This design comes from an exercise in tuning for small area and a short achievable clock period on the open sky130 flow, not from production work. Function was not checked in any run shown here: the RTL went through the layout flow alone. No activity file was given, so power comes from the tool's default toggle rates.

$ cat flow/run.sh
#!/bin/bash
# synth_recipe.tcl (not shown) runs the flow's synth.tcl, then flattens the netlist and writes it again
# the make line also repeats each setting of config.mk as NAME=value (left out here)
make -C /OpenROAD-flow-scripts/flow DESIGN_CONFIG=/design/flow/config.mk WORK_HOME=/design/flow/orfs CLKGATE_MAP_FILE= SYNTH_SCRIPT=/design/flow/synth_recipe.tcl finish
$ cat flow/config.mk
export PLATFORM = sky130hd
export DESIGN_NAME = LabFPGA2
export DESIGN_NICKNAME = LabFPGA2
export VERILOG_FILES = /design/flow/design.v
export SDC_FILE = /design/flow/constraint.sdc
export NUM_CORES = 4
export LEC_CHECK = 0
export ABC_AREA = 1
export CAP_MARGIN = 20
export CORE_MARGIN = 2
export CORE_UTILIZATION = 40
export SETUP_SLACK_MARGIN = 4
export SLEW_MARGIN = 20
$ cat flow/constraint.sdc
create_clock -name core_clock -period 12.0 [get_ports {clk_i}]
set_input_delay 2.4000 -clock core_clock [delete_from_list [all_inputs] [get_ports {clk_i}]]
set_output_delay 2.4000 -clock core_clock [all_outputs]
set_load 0.01 [all_outputs]
$ cat flow/design.v
`timescale 1ns / 1ps
module LabFPGA2 #(
	parameter int WIDTH = 24,
	parameter int DIVIDER = 40
)(
	input		logic					clk_i,
										rst_i,
										en_reg_i,
										sw_reg_b_i,
										slct_op_i,
										slct_byte_i,
										slct_sb_i,
	input		logic	[3:0]			cntrl_alu_i,
	input		logic	[3:0]			op_i,
	output	logic	[3:0]			flag_o,
	output	logic	[41:0]		display_o,
	output	logic	[1:0]			counter_slct_op_o,
										counter_slct_byte_o,
	output 	logic					sb_op_o
);
	logic [23:0] reg_a, reg_b, result, display;
	logic [1:0]  counter_slct_byte, counter_slct_op;
	logic        en_reg, slct_sb, sb_op, slct_byte, slct_op;
	logic        en_slct_sb, en_slct_byte;
	assign counter_slct_op_o   = counter_slct_op;
	assign counter_slct_byte_o = counter_slct_byte;
	assign sb_op_o             = sb_op;
	debounce #(.DIVIDER(DIVIDER)) db_en   (.clk_i(clk_i), .rst_i(rst_i), .btn_i(en_reg_i),    .btn_o(en_reg));
	debounce #(.DIVIDER(DIVIDER)) db_op   (.clk_i(clk_i), .rst_i(rst_i), .btn_i(slct_op_i),   .btn_o(slct_op));
	debounce #(.DIVIDER(DIVIDER)) db_byte (.clk_i(clk_i), .rst_i(rst_i), .btn_i(slct_byte_i), .btn_o(slct_byte));
	debounce #(.DIVIDER(DIVIDER)) db_sb   (.clk_i(clk_i), .rst_i(rst_i), .btn_i(slct_sb_i),   .btn_o(slct_sb));
	always_ff @(posedge clk_i) begin
		if (!rst_i) begin
			counter_slct_byte <= 2'd0;
			en_slct_sb        <= 1'b0;
		end else if (en_slct_byte) begin
			counter_slct_byte <= 2'd0;
		end else if (slct_byte) begin
			en_slct_sb        <= 1'b1;
			counter_slct_byte <= {counter_slct_byte[0], ~counter_slct_byte[1] & ~counter_slct_byte[0]};
		end else begin
			en_slct_sb        <= 1'b0;
		end
	end
	always_ff @(posedge clk_i) begin
		if (!rst_i) begin
			counter_slct_op <= 2'd0;
			en_slct_byte    <= 1'b0;
		end else begin
			en_slct_byte <= slct_op;
			if (slct_op)
				counter_slct_op <= {counter_slct_op[0], ~counter_slct_op[1] & ~counter_slct_op[0]};
		end
	end
	always_ff @(posedge clk_i) begin
		if (!rst_i)          sb_op <= 1'b0;
		else if (en_slct_sb) sb_op <= 1'b0;
		else if (slct_sb)    sb_op <= ~sb_op;
	end
	logic [5:0] nib_sel;
	always_comb begin
		nib_sel[0] = ~counter_slct_byte[1] & ~counter_slct_byte[0] & ~sb_op;
		nib_sel[1] = ~counter_slct_byte[1] & ~counter_slct_byte[0] &  sb_op;
		nib_sel[2] =  counter_slct_byte[0] & ~sb_op;
		nib_sel[3] =  counter_slct_byte[0] &  sb_op;
		nib_sel[4] =  counter_slct_byte[1] & ~sb_op;
		nib_sel[5] =  counter_slct_byte[1] &  sb_op;
	end
	wire we_a  = en_reg & ~counter_slct_op[0];
	wire we_b  = en_reg &  counter_slct_op[0];
	wire ld_br = we_b & sw_reg_b_i;
	always_ff @(posedge clk_i) begin
		if (!rst_i) begin
			reg_a <= 24'd0;
			reg_b <= 24'd0;
		end else begin
			for (int n = 0; n < 6; n++) begin
				if (we_a & nib_sel[n]) reg_a[4*n +: 4] <= op_i;
				if (ld_br)                       reg_b[4*n +: 4] <= result[4*n +: 4];
				else if (we_b & nib_sel[n])      reg_b[4*n +: 4] <= op_i;
			end
		end
	end
	ALU_DUT ALU (
		.cntrl_alu_i(cntrl_alu_i),
		.reg_a_i(reg_a),
		.reg_b_i(reg_b),
		.flag_o(flag_o),
		.result_o(result)
	);
	always_comb begin
		case (counter_slct_op[1:0])
			2'b00:   display = reg_a;
			2'b01:   display = reg_b;
			default: display = result;
		endcase
	end
	genvar i;
	generate
		for (i = 0; i < 6; i++) begin : gen_seg
			seg7_digit decoder (
				.digit_i   (display[i*4 +: 4]),
				.segments_o(display_o[i*7 +: 7])
			);
		end
	endgenerate
endmodule
module ALU_DUT (
	input		logic	[3:0]			cntrl_alu_i,
	input		logic	[23:0]		reg_a_i,
										reg_b_i,
	output	logic	[3:0]			flag_o,
	output	logic	[23:0]		result_o
);
	logic [23:0] a, b;
	logic [15:0] s;
	logic [24:0] r, shl, shr;
	assign a = reg_a_i;
	assign b = reg_b_i;
	always_comb for (int k = 0; k < 16; k++) s[k] = (cntrl_alu_i == k);
	wire ga0 = a[0] & b[0];
	wire ga1 = a[1] & b[1];
	wire ga2 = a[2] & b[2];
	wire ga3 = a[3] & b[3];
	wire ga4 = a[4] & b[4];
	wire ga5 = a[5] & b[5];
	wire ga6 = a[6] & b[6];
	wire ga7 = a[7] & b[7];
	wire ga8 = a[8] & b[8];
	wire ga9 = a[9] & b[9];
	wire ga10 = a[10] & b[10];
	wire ga11 = a[11] & b[11];
	wire ga12 = a[12] & b[12];
	wire ga13 = a[13] & b[13];
	wire ga14 = a[14] & b[14];
	wire ga15 = a[15] & b[15];
	wire ga16 = a[16] & b[16];
	wire ga17 = a[17] & b[17];
	wire ga18 = a[18] & b[18];
	wire ga19 = a[19] & b[19];
	wire ga20 = a[20] & b[20];
	wire ga21 = a[21] & b[21];
	wire ga22 = a[22] & b[22];
	wire ga23 = a[23] & b[23];
	wire pa0 = a[0] ^ b[0];
	wire pa1 = a[1] ^ b[1];
	wire pa2 = a[2] ^ b[2];
	wire pa3 = a[3] ^ b[3];
	wire pa4 = a[4] ^ b[4];
	wire pa5 = a[5] ^ b[5];
	wire pa6 = a[6] ^ b[6];
	wire pa7 = a[7] ^ b[7];
	wire pa8 = a[8] ^ b[8];
	wire pa9 = a[9] ^ b[9];
	wire pa10 = a[10] ^ b[10];
	wire pa11 = a[11] ^ b[11];
	wire pa12 = a[12] ^ b[12];
	wire pa13 = a[13] ^ b[13];
	wire pa14 = a[14] ^ b[14];
	wire pa15 = a[15] ^ b[15];
	wire pa16 = a[16] ^ b[16];
	wire pa17 = a[17] ^ b[17];
	wire pa18 = a[18] ^ b[18];
	wire pa19 = a[19] ^ b[19];
	wire pa20 = a[20] ^ b[20];
	wire pa21 = a[21] ^ b[21];
	wire pa22 = a[22] ^ b[22];
	wire pa23 = a[23] ^ b[23];
	wire t0 = ga1 | (pa1 & ga0);
	wire t1 = pa1 & pa0;
	wire t2 = ga2 | (pa2 & t0);
	wire t3 = pa2 & t1;
	wire t4 = ga3 | (pa3 & t2);
	wire t5 = pa3 & t3;
	wire t6 = ga4 | (pa4 & t4);
	wire t7 = pa4 & t5;
	wire t8 = ga5 | (pa5 & t6);
	wire t9 = pa5 & t7;
	wire t10 = ga6 | (pa6 & t8);
	wire t11 = pa6 & t9;
	wire t12 = ga7 | (pa7 & t10);
	wire t13 = pa7 & t11;
	wire t14 = ga8 | (pa8 & t12);
	wire t15 = pa8 & t13;
	wire t16 = ga9 | (pa9 & t14);
	wire t17 = pa9 & t15;
	wire t18 = ga10 | (pa10 & t16);
	wire t19 = pa10 & t17;
	wire t20 = ga11 | (pa11 & t18);
	wire t21 = pa11 & t19;
	wire t22 = ga12 | (pa12 & t20);
	wire t23 = pa12 & t21;
	wire t24 = ga13 | (pa13 & t22);
	wire t25 = pa13 & t23;
	wire t26 = ga14 | (pa14 & t24);
	wire t27 = pa14 & t25;
	wire t28 = ga15 | (pa15 & t26);
	wire t29 = pa15 & t27;
	wire t30 = ga16 | (pa16 & t28);
	wire t31 = pa16 & t29;
	wire t32 = ga17 | (pa17 & t30);
	wire t33 = pa17 & t31;
	wire t34 = ga18 | (pa18 & t32);
	wire t35 = pa18 & t33;
	wire t36 = ga19 | (pa19 & t34);
	wire t37 = pa19 & t35;
	wire t38 = ga20 | (pa20 & t36);
	wire t39 = pa20 & t37;
	wire t40 = ga21 | (pa21 & t38);
	wire t41 = pa21 & t39;
	wire t42 = ga22 | (pa22 & t40);
	wire t43 = pa22 & t41;
	wire t44 = ga23 | (pa23 & t42);
	wire t45 = pa23 & t43;
	wire gs0 = a[0] | ~b[0];
	wire gs1 = a[1] & ~b[1];
	wire gs2 = a[2] & ~b[2];
	wire gs3 = a[3] & ~b[3];
	wire gs4 = a[4] & ~b[4];
	wire gs5 = a[5] & ~b[5];
	wire gs6 = a[6] & ~b[6];
	wire gs7 = a[7] & ~b[7];
	wire gs8 = a[8] & ~b[8];
	wire gs9 = a[9] & ~b[9];
	wire gs10 = a[10] & ~b[10];
	wire gs11 = a[11] & ~b[11];
	wire gs12 = a[12] & ~b[12];
	wire gs13 = a[13] & ~b[13];
	wire gs14 = a[14] & ~b[14];
	wire gs15 = a[15] & ~b[15];
	wire gs16 = a[16] & ~b[16];
	wire gs17 = a[17] & ~b[17];
	wire gs18 = a[18] & ~b[18];
	wire gs19 = a[19] & ~b[19];
	wire gs20 = a[20] & ~b[20];
	wire gs21 = a[21] & ~b[21];
	wire gs22 = a[22] & ~b[22];
	wire gs23 = a[23] & ~b[23];
	wire ps0 = ~pa0;
	wire ps1 = ~pa1;
	wire ps2 = ~pa2;
	wire ps3 = ~pa3;
	wire ps4 = ~pa4;
	wire ps5 = ~pa5;
	wire ps6 = ~pa6;
	wire ps7 = ~pa7;
	wire ps8 = ~pa8;
	wire ps9 = ~pa9;
	wire ps10 = ~pa10;
	wire ps11 = ~pa11;
	wire ps12 = ~pa12;
	wire ps13 = ~pa13;
	wire ps14 = ~pa14;
	wire ps15 = ~pa15;
	wire ps16 = ~pa16;
	wire ps17 = ~pa17;
	wire ps18 = ~pa18;
	wire ps19 = ~pa19;
	wire ps20 = ~pa20;
	wire ps21 = ~pa21;
	wire ps22 = ~pa22;
	wire ps23 = ~pa23;
	wire t46 = gs1 | (ps1 & gs0);
	wire t47 = ps1 & ps0;
	wire t48 = gs2 | (ps2 & t46);
	wire t49 = ps2 & t47;
	wire t50 = gs3 | (ps3 & t48);
	wire t51 = ps3 & t49;
	wire t52 = gs4 | (ps4 & t50);
	wire t53 = ps4 & t51;
	wire t54 = gs5 | (ps5 & t52);
	wire t55 = ps5 & t53;
	wire t56 = gs6 | (ps6 & t54);
	wire t57 = ps6 & t55;
	wire t58 = gs7 | (ps7 & t56);
	wire t59 = ps7 & t57;
	wire t60 = gs8 | (ps8 & t58);
	wire t61 = ps8 & t59;
	wire t62 = gs9 | (ps9 & t60);
	wire t63 = ps9 & t61;
	wire t64 = gs10 | (ps10 & t62);
	wire t65 = ps10 & t63;
	wire t66 = gs11 | (ps11 & t64);
	wire t67 = ps11 & t65;
	wire t68 = gs12 | (ps12 & t66);
	wire t69 = ps12 & t67;
	wire t70 = gs13 | (ps13 & t68);
	wire t71 = ps13 & t69;
	wire t72 = gs14 | (ps14 & t70);
	wire t73 = ps14 & t71;
	wire t74 = gs15 | (ps15 & t72);
	wire t75 = ps15 & t73;
	wire t76 = gs16 | (ps16 & t74);
	wire t77 = ps16 & t75;
	wire t78 = gs17 | (ps17 & t76);
	wire t79 = ps17 & t77;
	wire t80 = gs18 | (ps18 & t78);
	wire t81 = ps18 & t79;
	wire t82 = gs19 | (ps19 & t80);
	wire t83 = ps19 & t81;
	wire t84 = gs20 | (ps20 & t82);
	wire t85 = ps20 & t83;
	wire t86 = gs21 | (ps21 & t84);
	wire t87 = ps21 & t85;
	wire t88 = gs22 | (ps22 & t86);
	wire t89 = ps22 & t87;
	wire t90 = gs23 | (ps23 & t88);
	wire t91 = ps23 & t89;
	wire t92 = a[1] & a[0];
	wire t93 = a[2] & t92;
	wire t94 = a[3] & t93;
	wire t95 = a[4] & t94;
	wire t96 = a[5] & t95;
	wire t97 = a[6] & t96;
	wire t98 = a[7] & t97;
	wire t99 = a[8] & t98;
	wire t100 = a[9] & t99;
	wire t101 = a[10] & t100;
	wire t102 = a[11] & t101;
	wire t103 = a[12] & t102;
	wire t104 = a[13] & t103;
	wire t105 = a[14] & t104;
	wire t106 = a[15] & t105;
	wire t107 = a[16] & t106;
	wire t108 = a[17] & t107;
	wire t109 = a[18] & t108;
	wire t110 = a[19] & t109;
	wire t111 = a[20] & t110;
	wire t112 = a[21] & t111;
	wire t113 = a[22] & t112;
	wire t114 = a[23] & t113;
	wire t115 = ~a[1] & ~a[0];
	wire t116 = ~a[2] & t115;
	wire t117 = ~a[3] & t116;
	wire t118 = ~a[4] & t117;
	wire t119 = ~a[5] & t118;
	wire t120 = ~a[6] & t119;
	wire t121 = ~a[7] & t120;
	wire t122 = ~a[8] & t121;
	wire t123 = ~a[9] & t122;
	wire t124 = ~a[10] & t123;
	wire t125 = ~a[11] & t124;
	wire t126 = ~a[12] & t125;
	wire t127 = ~a[13] & t126;
	wire t128 = ~a[14] & t127;
	wire t129 = ~a[15] & t128;
	wire t130 = ~a[16] & t129;
	wire t131 = ~a[17] & t130;
	wire t132 = ~a[18] & t131;
	wire t133 = ~a[19] & t132;
	wire t134 = ~a[20] & t133;
	wire t135 = ~a[21] & t134;
	wire t136 = ~a[22] & t135;
	wire t137 = ~a[23] & t136;
	wire [24:0] c_add = {t44, t42, t40, t38, t36, t34, t32, t30, t28, t26, t24, t22, t20, t18, t16, t14, t12, t10, t8, t6, t4, t2, t0, ga0, 1'b0};
	wire [24:0] c_sub = {t90, t88, t86, t84, t82, t80, t78, t76, t74, t72, t70, t68, t66, t64, t62, t60, t58, t56, t54, t52, t50, t48, t46, gs0, 1'b1};
	wire [24:0] c_inc = {t114, t113, t112, t111, t110, t109, t108, t107, t106, t105, t104, t103, t102, t101, t100, t99, t98, t97, t96, t95, t94, t93, t92, a[0], 1'b1};
	wire [24:0] c_dec = ~{t137, t136, t135, t134, t133, t132, t131, t130, t129, t128, t127, t126, t125, t124, t123, t122, t121, t120, t119, t118, t117, t116, t115, ~a[0], 1'b1};
	wire big = |b[23:5];
	logic [24:0] ain, arev, sh0, shrev;
	always_comb for (int k = 0; k < 25; k++) arev[k] = (k == 0) ? 1'b0 : a[24 - k];
	assign ain = s[12] ? arev : {1'b0, a};
	assign sh0 = big ? 25'd0 : (ain << b[4:0]);
	always_comb for (int k = 0; k < 25; k++) shrev[k] = sh0[24 - k];
	assign shl = sh0;
	assign shr = shrev;
	logic [3:0] tt;
	always_comb begin
		case (cntrl_alu_i)
			4'd0, 4'd9, 4'd10: tt = 4'b0110;    
			4'd1:              tt = 4'b1001;    
			4'd2, 4'd6:        tt = 4'b1100;    
			4'd3:              tt = 4'b0011;    
			4'd4:              tt = 4'b1000;    
			4'd7:              tt = 4'b0101;    
			4'd8:              tt = 4'b0111;    
			default:           tt = 4'b0000;
		endcase
	end
	logic [23:0] x, y;
	always_comb for (int k = 0; k < 24; k++) x[k] = tt[{a[k], b[k]}];
	assign y = ({24{s[0]}} & c_add[23:0]) | ({24{s[1]}} & c_sub[23:0])
	         | ({24{s[2]}} & c_inc[23:0]) | ({24{s[3]}} & c_dec[23:0]);
	wire r24 = (s[0] & c_add[24]) | (s[1] & ~c_sub[24]) | (s[2] & c_inc[24]) | (s[3] & ~c_dec[24])
	         | s[7] | s[8] | (s[11] & shl[24]);
	wire lt = ~c_sub[24];
	wire bit0x = (s[5] & ((|a) | (|b))) | (s[13] & lt) | (s[14] & ~lt);
	assign r = {r24, (x ^ y) | ({24{s[11]}} & shl[23:0]) | ({24{s[12]}} & shr[23:0]) | {23'd0, bit0x}};
	assign flag_o[0] = (r == 25'd0);
	assign flag_o[1] = r[23];
	assign flag_o[2] = r[24];
	assign flag_o[3] = r[24];
	assign result_o  = r[23:0];
endmodule
module seg7_digit (
	input  logic [3:0] digit_i,
	output logic [6:0] segments_o
);
	always_comb begin
		case (digit_i)
			4'h0: segments_o = 7'b100_0000;
			4'h1: segments_o = 7'b111_1001;
			4'h2: segments_o = 7'b010_0100;
			4'h3: segments_o = 7'b011_0000;
			4'h4: segments_o = 7'b001_1001;
			4'h5: segments_o = 7'b001_0010;
			4'h6: segments_o = 7'b000_0010;
			4'h7: segments_o = 7'b111_1000;
			4'h8: segments_o = 7'b000_0000;
			4'h9: segments_o = 7'b001_1000;
			4'ha: segments_o = 7'b000_1000;
			4'hb: segments_o = 7'b000_0011;
			4'hc: segments_o = 7'b100_0110;
			4'hd: segments_o = 7'b010_0001;
			4'he: segments_o = 7'b000_0110;
			default: segments_o = 7'b000_1110;
		endcase
	end
endmodule
module debounce #(
	parameter int DIVIDER = 40
)(
	input  logic clk_i,
	             rst_i,
	             btn_i,
	output logic btn_o
);
	logic [5:0] cnt;
	wire idle = &cnt;
	always_ff @(posedge clk_i) begin
		if (!rst_i)               cnt <= 6'h3f;
		else if (!idle)           cnt <= cnt - 6'd1;
		else if (!btn_i)          cnt <= 6'(DIVIDER - 1);
	end
	assign btn_o = (cnt == 6'(DIVIDER - 1));
endmodule
==> impl_metrics.toml, run 1 <==
[timing]
timing.setup.tns_ps = 0
finalCritPeriodShare = 0.733
rsz0062_at_grt = "yes"
tightest_slew_ps = 1020
maxSlewHeadroom = 0.315
setup_ws_ps = 3200
layout_min_cycle_time_ps = 8800
setup_viol = 0
holdWs_ps = 462
clock_skew_ps = 9.14
fmax_mhz = 114
slew_violations = 0
hold_violations = 0

[critical_path]
crit_path_end_kind = "output pin"
r2r_slack_ps = 7020
worst-path-buf-inv = 7
required_ps = 9600
r2r_start = "reg_b[2]"
timing.rr.end = "reg_b[23]"
worst-setup-path-type = "input port to output pin"
critPathLaunchType = "input port"
r2r_cells = 54
path_max_fanout = 15
crit_family = "simple AND/OR/NAND/NOR gates"
cp_slowest_cell = "nor4_4"
slowest_delay_ps = 250
worst_ep_arrival_time_ps = 6400

[cts]
htreeDepth = 3
path_clk_slew_ps = 60
cts_tree = "done"
cts_made_buffers = 9
clockBufferDepth = 2
cts_root_buffer = "clkbuf_16"
clk_latency_ps = 350
clock_sinks = 79

[layout]
regArea_um2 = 1590
syn_to_final_growth_pct = 37.8
final_area_um2 = 13700
layout-drive-gt1-share = 0.268
multi_input_area_um2 = 8420
fin_cells = 2210
final_nets = 1986
fillers = 2372

[logic_synthesis]
syn-num-nets = 1817
synthAdderAreaFrac = 0.115
synth_xor_area_frac = 0.0229
ys_seq_area_frac = 0.159
async_reset_ff_frac = 0
synth_top_cell_area_share = 0.183
synth_warnings = 4
synth_area_per_cell_um2 = 5.80
synth_top_family_by_area = "simple AND/OR/NAND/NOR gates"
post-synth-top-count-cell = "nand2_1"
synth.ff_latch_count = 79
synth-main-ff-cell = "dfxtp_1"
synth_edf_count = 0
synthMuxAreaShare = 0.00403
synth_area_um2 = 9930
yosys.area_share.simple = 0.318
synth_commonest_cells = "484 x nand2_1, 238 x inv_1, 215 x o21ai_0"
yosys-top-cells-area = "nand2_1 18%, dfxtp_1 16%, ha_1 11%"
synth_compound_area_frac = 0.261
ys_types = 50
netlist_instances = 1711
yosysTopAreaCell = "nand2_1"

[placement]
dp.final_hpwl_mm = 29.7
place_area_um2 = 10900
place.port_buffers = 65
dp_slack_ps = 1600
dp_cells = 2055
gp_congestion = 1.06

[worst_hold_path]
hold_end = "en_slct_sb"
hold_depth = 2
worstHoldPathType = "flip-flop to flip-flop"
worstHoldStart = "en_slct_sb"

[grt]
grt-ovfl-total = 0
grt_pass1_vias = 11700
grt_max_degree = 68
antenna_found_initial = 0
grt_pass1_wl_mm = 65.1
grt.total_usage = 0.318

[detailed_routing]
viasPerCell = 5.77
wl_per_cell_um = 19.9
drt_iter0_drc = 1425
antenna_left = 0
drc = 0
via_count = 12800
wl_mm = 44.0
dr.pass1.iters = 6

[floorplanning]
fp-row-count = 57
core_area_um2 = 24300
initial_core_util = 0.408
dieArea_um2 = 26100
die_y_um = 162
dieWidth_um = 162
io_pins = 66

[outcome]
status = "timing/DRC/antenna clean"

[power]
power_density_nw_per_um2 = 103
max-vdd-ir-drop_mv = 0.0951
p_leak_nw = 6.54

[job]
maxCapViolations = 0
[layer usage]
metal	vias to the layer above	GRT usage	wire, um
met5	-	0	0
met4	0	0.177	2370
met3	132	0.0637	4560
met2	733	0.506	19600
met1	5841	0.403	17500
li1	6051	-	-
[cells by family after synthesis]
family                     after synthesis
muxes                                    4
and+or+nand+nor                        760
AOI/OAI and AO/OA                      441
DFF                                     79
buffers and inverters                  310
adders and majority gates               91
xor gates and xnor gates                26
[layout make-up]
cell class,count,share of cell area
multi-input cells,1322,0.615
repair buffers,219,0.138
flip-flops and latches,79,0.116
inverters,245,0.0742
well taps,324,0.0296
clock buffers,10,0.0167
clock inverters,6,0.00668
repair inverters,4,0.00329
diodes,1,0.000183
[power by group]
group | switching (mW) | internal, mW
Sequential | 0.0322 | 0.294
Combinational | 0.473 | 0.297
Clock | 0.124 | 0.184
Total | 0.629 | 0.775
[through the flow]
| stage | total power [mW] | util |
|---|---|---|
| after CTS | 1.31 | 0.510 |
| after global routing | 1.49 | 0.563 |
| after global placement | 0.940 | 0.447 |
| after floorplan | 0.715 | - |
| after detailed placement | 0.944 | 0.447 |
| final | 1.40 | 0.563 |
[flip-flops by register name (all words and copies together) (netlist names)]
register / count
db_en.cnt: 6
en_slct_sb: 1
counter_slct_byte: 2
reg_a: 24
counter_slct_op: 2
db_sb.cnt: 6
db_op.cnt: 6
sb_op: 1
reg_b: 24
db_byte.cnt: 6
en_slct_byte: 1
[worst register-to-register path: cells and delay by family, from the launching register on]
| kind | cells | cell delay (ps) |
|---|---|---|
| AO/OA/AOI/OAI | 1 | 110 |
| adder cells (fa/ha/maj) | 1 | 310 |
| flip-flops | 1 | 420 |
| AND/OR/NAND/NOR | 48 | 3500 |
| buffers and inverters | 4 | 530 |
[worst max-delay path by stage]
stage	start	to	slack, ps	cells past startpoint
2_1_floorplan	cntrl_alu_i[0]	display_o[38]	4010	26
3_3_place_gp	cntrl_alu_i[0]	flag_o[0]	1750	30
3_5_place_dp	cntrl_alu_i[0]	flag_o[0]	1600	30
4_1_cts	cntrl_alu_i[1]	flag_o[0]	3150	29
5_1_grt	cntrl_alu_i[1]	flag_o[0]	2920	30
6_report	cntrl_alu_i[1]	flag_o[0]	3200	30
[placed cells by master, fill, tap and decap left out, types with 34 or more instances in the layout]
| master | n |
|---|---|
| inv_1 | 201 |
| o21ai_1 | 34 |
| buf_4 | 113 |
| buf_6 | 36 |
| o211ai_1 | 37 |
| buf_2 | 37 |
| o21ai_2 | 49 |
| a21oi_1 | 67 |
| nand2_1 | 437 |
| ha_1 | 70 |
| nand3_1 | 48 |
| o21ai_0 | 133 |
| nand2_2 | 44 |
| dfxtp_1 | 76 |
| nor2_1 | 101 |
[timing repair]
action,in CTS,in global routing
gates resized for setup,395,256
setup endpoints to repair,46,46
gates cloned,7,1
hold buffers,0,0
setup buffers,71,59
pin swaps,57,91
==> inputs of run 2 (changes only) <==
==> flow/flow/run.sh (new file) <==
#!/bin/bash
# Own layout flow: the standard ORFS flow (standard.sh) with
#  - the standard synthesis script (synth_recipe.tcl), but ABC's mapping run with
#    flow/abc_area.script and no full/half-adder cell extraction;
#  - port buffers of type buf_2;
#  - extra ORFS settings from flow/knobs.txt (one VAR=value per line).
# The make output goes to flow_make.log; ORFS keeps each step's log under orfs/logs.
set -euo pipefail
W=$(pwd)
cat > "$W/my_synth.tcl" <<EOT
proc abc {args} {
  set i [lsearch -exact \$args -script]
  if {\$i >= 0} { set args [lreplace \$args [expr {\$i+1}] [expr {\$i+1}] $W/flow/abc_area.script] }
  yosys abc {*}\$args
}
source $W/synth_recipe.tcl
EOT
KNOBS=()
while IFS= read -r line; do
  [[ -z "$line" || "$line" == \#* ]] && continue
  KNOBS+=("$line")
done < "$W/flow/knobs.txt"
bash "$W/standard.sh" \
  "SYNTH_SCRIPT=$W/my_synth.tcl" \
  "ADDER_MAP_FILE=" \
  "BUFFER_PORTS_ARGS=-buffer_cell sky130_fd_sc_hd__buf_2" \
  "${KNOBS[@]}" \
  finish > "$W/flow_make.log" 2>&1
==> flow/flow/abc_area.script (new file) <==
strash
&get -n
&st
&dch -f
&nf -R 1000 -p
&put
mfs2
strash
&get -n
&dch -f
&nf -R 1000 -p
&put
topo
stime -c
buffer -c
upsize -c
dnsize -c
==> flow/flow/knobs.txt (new file) <==
ABC_AREA=1
SETUP_SLACK_MARGIN=4
==> flow/standard.sh (new file) <==
#!/bin/bash
# synth_recipe.tcl (not shown) runs the flow's synth.tcl, then flattens the netlist and writes it again
# the make line also repeats each setting of config.mk as NAME=value (left out here)
make -C /OpenROAD-flow-scripts/flow DESIGN_CONFIG=/design/flow/config.mk WORK_HOME=/design/flow/orfs CLKGATE_MAP_FILE= SYNTH_SCRIPT=/design/flow/synth_recipe.tcl "${@:-finish}"
--- a/flow/config.mk
+++ b/flow/config.mk
@@ -5,9 +5,7 @@
 export SDC_FILE = /design/flow/constraint.sdc
 export NUM_CORES = 4
 export LEC_CHECK = 0
-export ABC_AREA = 1
 export CAP_MARGIN = 20
 export CORE_MARGIN = 2
 export CORE_UTILIZATION = 40
-export SETUP_SLACK_MARGIN = 4
 export SLEW_MARGIN = 20
removed: flow/run.sh
==> impl_metrics.toml, run 2 <==
[layout]
syn_to_final_growth_pct = 27.8
diodes = 0
utilization = 0.517
final_nets = 1404
fillers = 2069
reg_top3 = "reg_a x24, reg_b x24"
final_area_um2 = 10800
layout-drive-gt1-share = 0.266
layout_common_cells = "187 x nand2_1, 168 x nor2_1, 124 x o21ai_0"
final_common_cell = "nand2_1"

[logic_synthesis]
synth_area_per_cell_um2 = 6.47
synthMuxAreaShare = 0.0815
async_reset_ff_frac = 0
synth_top_cell_area_share = 0.187
synth_warnings = 4
syn-num-nets = 1322
netlist_instances = 1307
synth_edf_count = 0
synth_compound_area_frac = 0.337
ys_seq_area_frac = 0.187
post-synth-top-count-cell = "nand2_1"
yosys.area_share.simple = 0.278
synth_commonest_cells = "199 x nand2_1, 176 x nor2_1, 141 x o21ai_0"
ys_types = 72
synth_area_um2 = 8450
synth_top_family_by_area = "compound AO/OA/AOI/OAI gates"
yosysTopAreaCell = "dfxtp_1"
synth-main-ff-cell = "dfxtp_1"
yosys-top-cells-area = "dfxtp_1 19%, nand2_1 8.8%, o21ai_0 8.3%"
synth.ff_latch_count = 79
synthAdderAreaFrac = 0.0163
synth_xor_area_frac = 0.0363

[power]
power_mw = 1.31
max-vdd-ir-drop_mv = 0.130
p_comb_frac = 0.504
p_int_mw = 0.748
power_density_nw_per_um2 = 121
clkPwrFrac = 0.234
swShare = 0.429
p_seq_frac = 0.262
p_leak_nw = 4.11
p_sw_mw = 0.562

[cts]
path_clk_slew_ps = 70
ctsHoldBuffers = 0
clock_sinks = 79
cts_tree = "done"
clk_latency_ps = 360
clockBufferDepth = 2
htreeDepth = 3
cts_made_buffers = 9
cts_root_buffer = "clkbuf_16"

[timing]
fmax_mhz = 96.8
timing.setup.tns_ps = 0
maxSlewHeadroom = 0.265
rsz0062_at_grt = "yes"
layout_min_cycle_time_ps = 10330
clock_skew_ps = 16.4
setup_ws_ps = 1670
tightest_slew_ps = 1100
hold_violations = 0
setup_viol = 0
slew_violations = 0
finalCritPeriodShare = 0.860

[critical_path]
worst-setup-path-type = "flip-flop to output pin"
required_ps = 9600
r2r_start = "reg_a[0]"
crit_end = "display_o[41]"
r2r_cells = 47
r2r_slack_ps = 4750
cp_slowest_cell = "dfxtp_4"
crit_path_end_kind = "output pin"
cp.depth = 49
cp-startpoint = "reg_a[0]"
critPathLaunchType = "flip-flop"
crit_top_cell = "o21ai_2"
path_max_fanout = 3
slowest_delay_ps = 360
worst_ep_arrival_time_ps = 7930
worst-path-buf-inv = 9
crit_family = "compound AO/OA/AOI/OAI gates"
timing.rr.end = "reg_b[23]"

[worst_hold_path]
worstHoldPathType = "flip-flop to flip-flop"
worstHoldStart = "en_slct_sb"

[detailed_routing]
viasPerCell = 6.37
wl_per_cell_um = 21.1
dr.pass1.iters = 6
drt_iter0_drc = 1345
via_count = 10600
drc = 0
antenna_left = 0
wl_mm = 35.3

[outcome]
status = "timing/DRC/antenna clean"

[grt]
antenna_found_initial = 0
grt-ovfl-total = 0
grt_max_degree = 79
grt_pass1_wl_mm = 52.9
grt.total_usage = 0.306
grt_pass1_vias = 9382

[placement]
dp_slack_ps = 1650
gp_congestion = 0.976
place_area_um2 = 9010
place.port_buffers = 65
dp.final_hpwl_mm = 24.2

[floorplanning]
io_pins = 66
dieArea_um2 = 22300
dieWidth_um = 149
die_y_um = 149
initial_core_util = 0.405
fp-row-count = 53
core_area_um2 = 20900

[job]
maxCapViolations = 0
-- run 2: metrics by stage --
| step | cells | hold WS (ps) |
|---|---|---|
| finish | 1669 | 427 |
| global placement | 1559 | 412 |
| global route | 1669 | 442 |
| floorplan | 1307 | 393 |
| detailed placement | 1559 | 413 |
| CTS | 1654 | 429 |
-- run 2: logic make-up (layout without fill, tap and decap cells) --
logic type / count (synthesis) / count (layout)
compound gates: 462 / 462
xor+xnor: 35 / 35
fa+ha+maj: 13 / 13
buf+inv: 135 / 221
flops: 79 / 79
mux: 51 / 51
simple gates: 532 / 533
-- run 2: how the worst min path moves through the flow --
stage,endpoint,cells after the start
final,sb_op,1
after global routing,sb_op,1
after CTS,sb_op,1
after detailed placement,sb_op,1
after global placement,sb_op,1
after floorplan,sb_op,1
-- run 2: routing by layer --
layer,share of wire,wire (um),track usage
met2,0.43,15200,0.474
met1,0.40,14300,0.408
met4,0.058,2040,0.159
met3,0.11,3740,0.0526
met5,0,0,0
-- run 2: repair_timing --
action / CTS / global route
endpoints found under the hold margin: 0 / 0
setup endpoints to repair: 46 / 46
gates cloned: 0 / 1
pin swaps: 28 / 23
buffers inserted: 79 / 13
gates resized for setup: 131 / 57
-- run 2: area by class of cell --
type / instances / area (um^2) / area share
sequential: 79 / 1600 / 0.148
inverter: 34 / 146 / 0.0136
tap: 275 / 344 / 0.0319
timing repair buffer: 171 / 1330 / 0.123
clock buffer: 10 / 239 / 0.0221
clock inverter: 6 / 75.1 / 0.00695
multi-input combinational: 1094 / 7070 / 0.655
-- run 2: power by group through the flow --
stage | logic (mW) | registers, mW | clock network, mW
after global placement | 0.538 | 0.350 | 0
after floorplan | 0.407 | 0.329 | 0
final | 0.660 | 0.344 | 0.306
after global routing | 0.719 | 0.349 | 0.315
after detailed placement | 0.543 | 0.350 | 0
after CTS | 0.615 | 0.343 | 0.307

afterwards: timing with drivers on the ports:
The results above use ideal ports. As a check the final layouts listed here were re-extracted and re-timed, cells and wires unchanged. Step 1: set_driving_cell puts a clkbuf_16 on clk_i and a buf_2 on each other input, an assumption about the parent block. Step 2 times the ports against the registers' clock, not the clock port: input delays grow and output delays shrink by t, the midpoint of the rising clock arrivals with the driver on. a / b / c = ideal ports / drivers / drivers and shift; a / b = the first two.
run	t (ns)	slack for setup (ns)	hold WS [ns]	worst register clock-pin slew, ns	cell pins on the clock port's net
run 1	0.394	3.199 / 3.157 / 3.157	0.462 / 0.462 / 0.462	0.07 / 0.07	1
run 2	0.400	1.674 / 1.626 / 2.026	0.427 / 0.427 / 0.427	0.08 / 0.08	1
After both steps setup and hold are still met in every run listed. For run 1, which loses most, drivers alone change the setup slack by -0.042 ns; drivers and shift together by -0.042 ns.
